Context: an optimization exercise on an open-source flow, tuned for small area. The choices shown serve that exercise and are no tape-out recipe. The RTL was checked by simulation tests, not by an equivalence proof against the original design. No activity file was given, so power comes from the tool's default toggle rates.

==> inputs of exp/willow <==
Design etcpu_top, start of the top module:
module etcpu_top #(
   parameter  int INST_MEM_BYTE_ADD_W =  8 ,  
   parameter  int MAIN_MEM_BYTE_ADD_W =  8 ,  
   parameter  int APB_ADD_W           =  4 ,  
   parameter  int APB_DAT_W           = 32 ,  
   localparam int APB_STRB_W     = int'(APB_DAT_W/8)    
)(
   input  logic                  clk                ,  
   input  logic                  rst_n              ,  
   input  logic [APB_ADD_W -1:0] mng_apb4_s_paddr   ,
   input  logic [3         -1:0] mng_apb4_s_pprot   ,
   input  logic                  mng_apb4_s_psel    ,
   input  logic                  mng_apb4_s_penable ,
   input  logic                  mng_apb4_s_pwrite  ,
   input  logic [APB_DAT_W -1:0] mng_apb4_s_pwdata  ,
   input  logic [APB_STRB_W-1:0] mng_apb4_s_pstrb   ,
   input  logic                  mng_apb4_s_pwakeup ,
   output logic                  mng_apb4_s_pready  ,
   output logic [APB_DAT_W -1:0] mng_apb4_s_prdata  ,
   output logic                  mng_apb4_s_pslverr ,
   output logic                  exc_evnt_agg       ,  
   output logic                  main_mem_cs        ,  
   output logic                  main_mem_wen       ,  
   output logic [32-1:0]         main_mem_addr      ,  
   output logic [32-1:0]         main_mem_dat_in    ,  
   input  logic [32-1:0]         main_mem_dat_out   ,  
   output logic [32-1:0]         inst_mem_addr      ,  
   input  logic [32-1:0]         inst_mem_dat_out      
);
==> module decode_regfile, before the edit <==
module decode_regfile (
   input  logic          clk    ,
   input  logic          rst_n  ,
   input  logic [ 5-1:0] wa     ,
   input  logic [32-1:0] wd     ,
   input  logic [ 5-1:0] rs1    ,
   input  logic          rf1_en ,  
   input  logic [ 3-1:0] fw1    ,  
   input  logic [ 5-1:0] rs2    ,
   input  logic          rf2_en ,
   input  logic [ 3-1:0] fw2    ,
   input  logic [32-1:0] ex_dat ,
   input  logic [32-1:0] ma_dat ,
   output logic [32-1:0] rd1    ,
   output logic [32-1:0] rd2
);
logic [31:1][32-1:0] rf ;
logic [32-1:0]       wdr ;
logic [31:1]         we ;
logic [31:1]         s1, s2 ;
assign wdr = wd & {32{rst_n}} ;
genvar i ;
generate
   for (i=1; i<32; i++) begin: gen_rf
      assign we[i] = ~rst_n | (wa == i[4:0]) ;
      assign s1[i] = rf1_en & (rs1 == i[4:0]) ;
      assign s2[i] = rf2_en & (rs2 == i[4:0]) ;
      always_ff @(posedge clk)
         if (we[i]) rf[i] <= wdr ;
   end
endgenerate
always_comb begin
   rd1 = ({32{fw1[0]}} & ex_dat) | ({32{fw1[1]}} & ma_dat) | ({32{fw1[2]}} & wd) ;
   rd2 = ({32{fw2[0]}} & ex_dat) | ({32{fw2[1]}} & ma_dat) | ({32{fw2[2]}} & wd) ;
   for (int k=1; k<32; k++) begin
      rd1 = rd1 | ({32{s1[k]}} & rf[k]) ;
      rd2 = rd2 | ({32{s2[k]}} & rf[k]) ;
   end
end
endmodule
Settings: LEC_CHECK=0, CAP_MARGIN=35, CORE_MARGIN=2, CORE_UTILIZATION=35, CTS_CLUSTER_DIAMETER=100, CTS_CLUSTER_SIZE=20, PLACE_DENSITY=0.5, SLEW_MARGIN=20; clock period 15.0 ns.
standard.sh (not shown) runs the stock make flow with config.mk's settings and CLKGATE_MAP_FILE= SYNTH_SCRIPT=/design/flow/synth_recipe.tcl, a recipe that flattens the netlist after the stock synthesis.
==> flow/flow/run.sh <==
#!/bin/bash
# Own layout flow: the standard flow (standard.sh) with these changes:
#  1. Synthesis is the standard one (same Yosys script, registers mapped by
#     dfflibmap before ABC as usual), but ABC maps the combinational logic
#     with flow/abc_area.script, an area-recovering variant of ORFS's
#     abc_speed.script (delay relaxation instead of buffering/upsizing).
#  2. The port buffers inserted by global placement use
#     sky130_fd_sc_hd__buf_1. Every input and output port still gets one.
#  3. CTS runs with sink clusters of up to 20 flops within 100 um and
#     without dummy loads; the tree is still built from the root, so every
#     register gets its clock through buffers.
# Everything else (floorplan, power grid, taps, placement, routing) is the
# standard flow. All tool logs stay in orfs/logs; standard.sh's own output
# goes to standard.log.
set -o pipefail
W=$(pwd)
cp standard.sh standard.sh.log
rm -rf "$W/scripts_area"
cp -r "$FLOW_HOME/scripts" "$W/scripts_area"
cp "$W/flow/abc_area.script" "$W/scripts_area/abc_speed.script"
export SCRIPTS_DIR="$W/scripts_area"
export BUFFER_PORTS_ARGS="-buffer_cell sky130_fd_sc_hd__buf_1"
export CTS_ARGS="-sink_clustering_enable -repair_clock_nets -sink_clustering_size 20 -sink_clustering_max_diameter 100 -dont_use_dummy_load"
bash standard.sh > "$W/standard.log" 2>&1
rc=$?
grep -h "abc -script" -r "$W/orfs/logs" 2>/dev/null | head -1 | cut -c1-200 >> "$W/standard.log"
exit $rc
==> flow/flow/abc_area.script <==
&get -n
&st
&dch
&nf -R 1000 -p
&st
&syn2
&if -g -K 6
&synch2
&nf -R 1000 -p
&st
&syn2
&if -g -K 6
&synch2
&nf -R 1000 -p
&st
&dch -f
&nf -R 1000 -p -a
&put
topo
stime -c
==> exp/sierra (differences from exp/willow) <==
--- a/flow/design.v
+++ b/flow/design.v
@@ -16,16 +16,15 @@
 );
 logic [31:1][32-1:0] rf ;
-logic [32-1:0]       wdr ;
-logic [31:1]         we ;
+logic [31:1]         ld, hold ;
 logic [31:1]         s1, s2 ;
-assign wdr = wd & {32{rst_n}} ;
 genvar i ;
 generate
    for (i=1; i<32; i++) begin: gen_rf
-      assign we[i] = ~rst_n | (wa == i[4:0]) ;
+      assign ld[i]   = rst_n & (wa == i[4:0]) ;
+      assign hold[i] = rst_n & (wa != i[4:0]) ;
       assign s1[i] = rf1_en & (rs1 == i[4:0]) ;
       assign s2[i] = rf2_en & (rs2 == i[4:0]) ;
       always_ff @(posedge clk)
-         if (we[i]) rf[i] <= wdr ;
+         rf[i] <= (rf[i] & {32{hold[i]}}) | (wd & {32{ld[i]}}) ;
    end
 endgenerate
CAP_MARGIN = 27   (was 35)
CORE_UTILIZATION = 30   (was 35)
PLACE_DENSITY = 0.45   (was 0.5)
==> exp/umber (differences from exp/willow) <==
--- a/flow/design.v
+++ b/flow/design.v
@@ -16,16 +16,15 @@
 );
 logic [31:1][32-1:0] rf ;
-logic [32-1:0]       wdr ;
-logic [31:1]         we ;
+logic [31:1]         ld, hold ;
 logic [31:1]         s1, s2 ;
-assign wdr = wd & {32{rst_n}} ;
 genvar i ;
 generate
    for (i=1; i<32; i++) begin: gen_rf
-      assign we[i] = ~rst_n | (wa == i[4:0]) ;
+      assign ld[i]   = rst_n & (wa == i[4:0]) ;
+      assign hold[i] = rst_n & (wa != i[4:0]) ;
       assign s1[i] = rf1_en & (rs1 == i[4:0]) ;
       assign s2[i] = rf2_en & (rs2 == i[4:0]) ;
       always_ff @(posedge clk)
-         if (we[i]) rf[i] <= wdr ;
+         rf[i] <= (rf[i] & {32{hold[i]}}) | (wd & {32{ld[i]}}) ;
    end
 endgenerate
CORE_UTILIZATION = 30   (was 35)
PLACE_DENSITY = 0.45   (was 0.5)
==> exp/amber (differences from exp/willow) <==
CAP_MARGIN = 27   (was 35)
==> impl_metrics.csv <==
group,metric,value,unit
timing,finalWorstSetupSlack,1.97,ns
run_status,run_status,"complete, no violations",
worst_setup_path,critical_path.max_fanout,36,
synth,netlist_instances,4559,
the above is filed under exp/amber

==> impl_metrics.csv <==
group,metric,value,unit
run_status,run_status,"complete, no violations",
worst_setup_path,critical_path.max_fanout,40,
timing,finalCritPeriodShare,0.913,
timing,max_slew_margin,0.214,
timing,maxSlewViolCount,0,
power,power.internal,0.00466,W
synth,netlist_instances,5562,
the above is filed under exp/umber

==> impl_metrics.csv <==
group,metric,value,unit
worst_setup_path,critical_path.max_fanout,40,
synth,netlist_instances,5562,
run_status,run_status,"complete, no violations",
timing,finalWorstSetupSlack,0.791,ns
the above is filed under exp/sierra

==> impl_metrics.csv <==
group,metric,value,unit
timing,max_slew_margin,0.255,
synth,netlist_instances,4559,
run_status,run_status,"complete, no violations",
layout,final_nets,5282,
worst_setup_path,critical_path.max_fanout,36,
route,ant_nets,0,
the above is filed under exp/willow

what the ideal ports hide:
The results above use ideal ports. As a check the final layouts listed here were re-extracted and re-timed, cells and wires unchanged. Step 1: set_driving_cell puts a clkbuf_16 on clk and a buf_2 on each other input, an assumption about the parent block. Step 2 times the ports against the registers' clock, not the clock port: input delays grow and output delays shrink by t, the midpoint of the rising clock arrivals with the driver on. a / b / c = ideal / step 1 / step 2; a / b = the first two.
run | t, ns | setup slack, ns | latest minus earliest clock arrival (ns) | worst slew at a driven data input, ns
exp/willow | 0.794 | 2.106 / 2.019 / 2.814 | 0.129 / 0.129 | 0.06
exp/sierra | 0.847 | 0.791 / 0.699 / 1.546 | 0.076 / 0.076 | 0.06
exp/umber | 0.847 | 1.305 / 1.214 / 2.061 | 0.083 / 0.083 | 0.06
exp/amber | 0.797 | 1.973 / 1.882 / 2.680 | 0.131 / 0.131 | 0.06
After both steps every run listed still meets setup and hold.
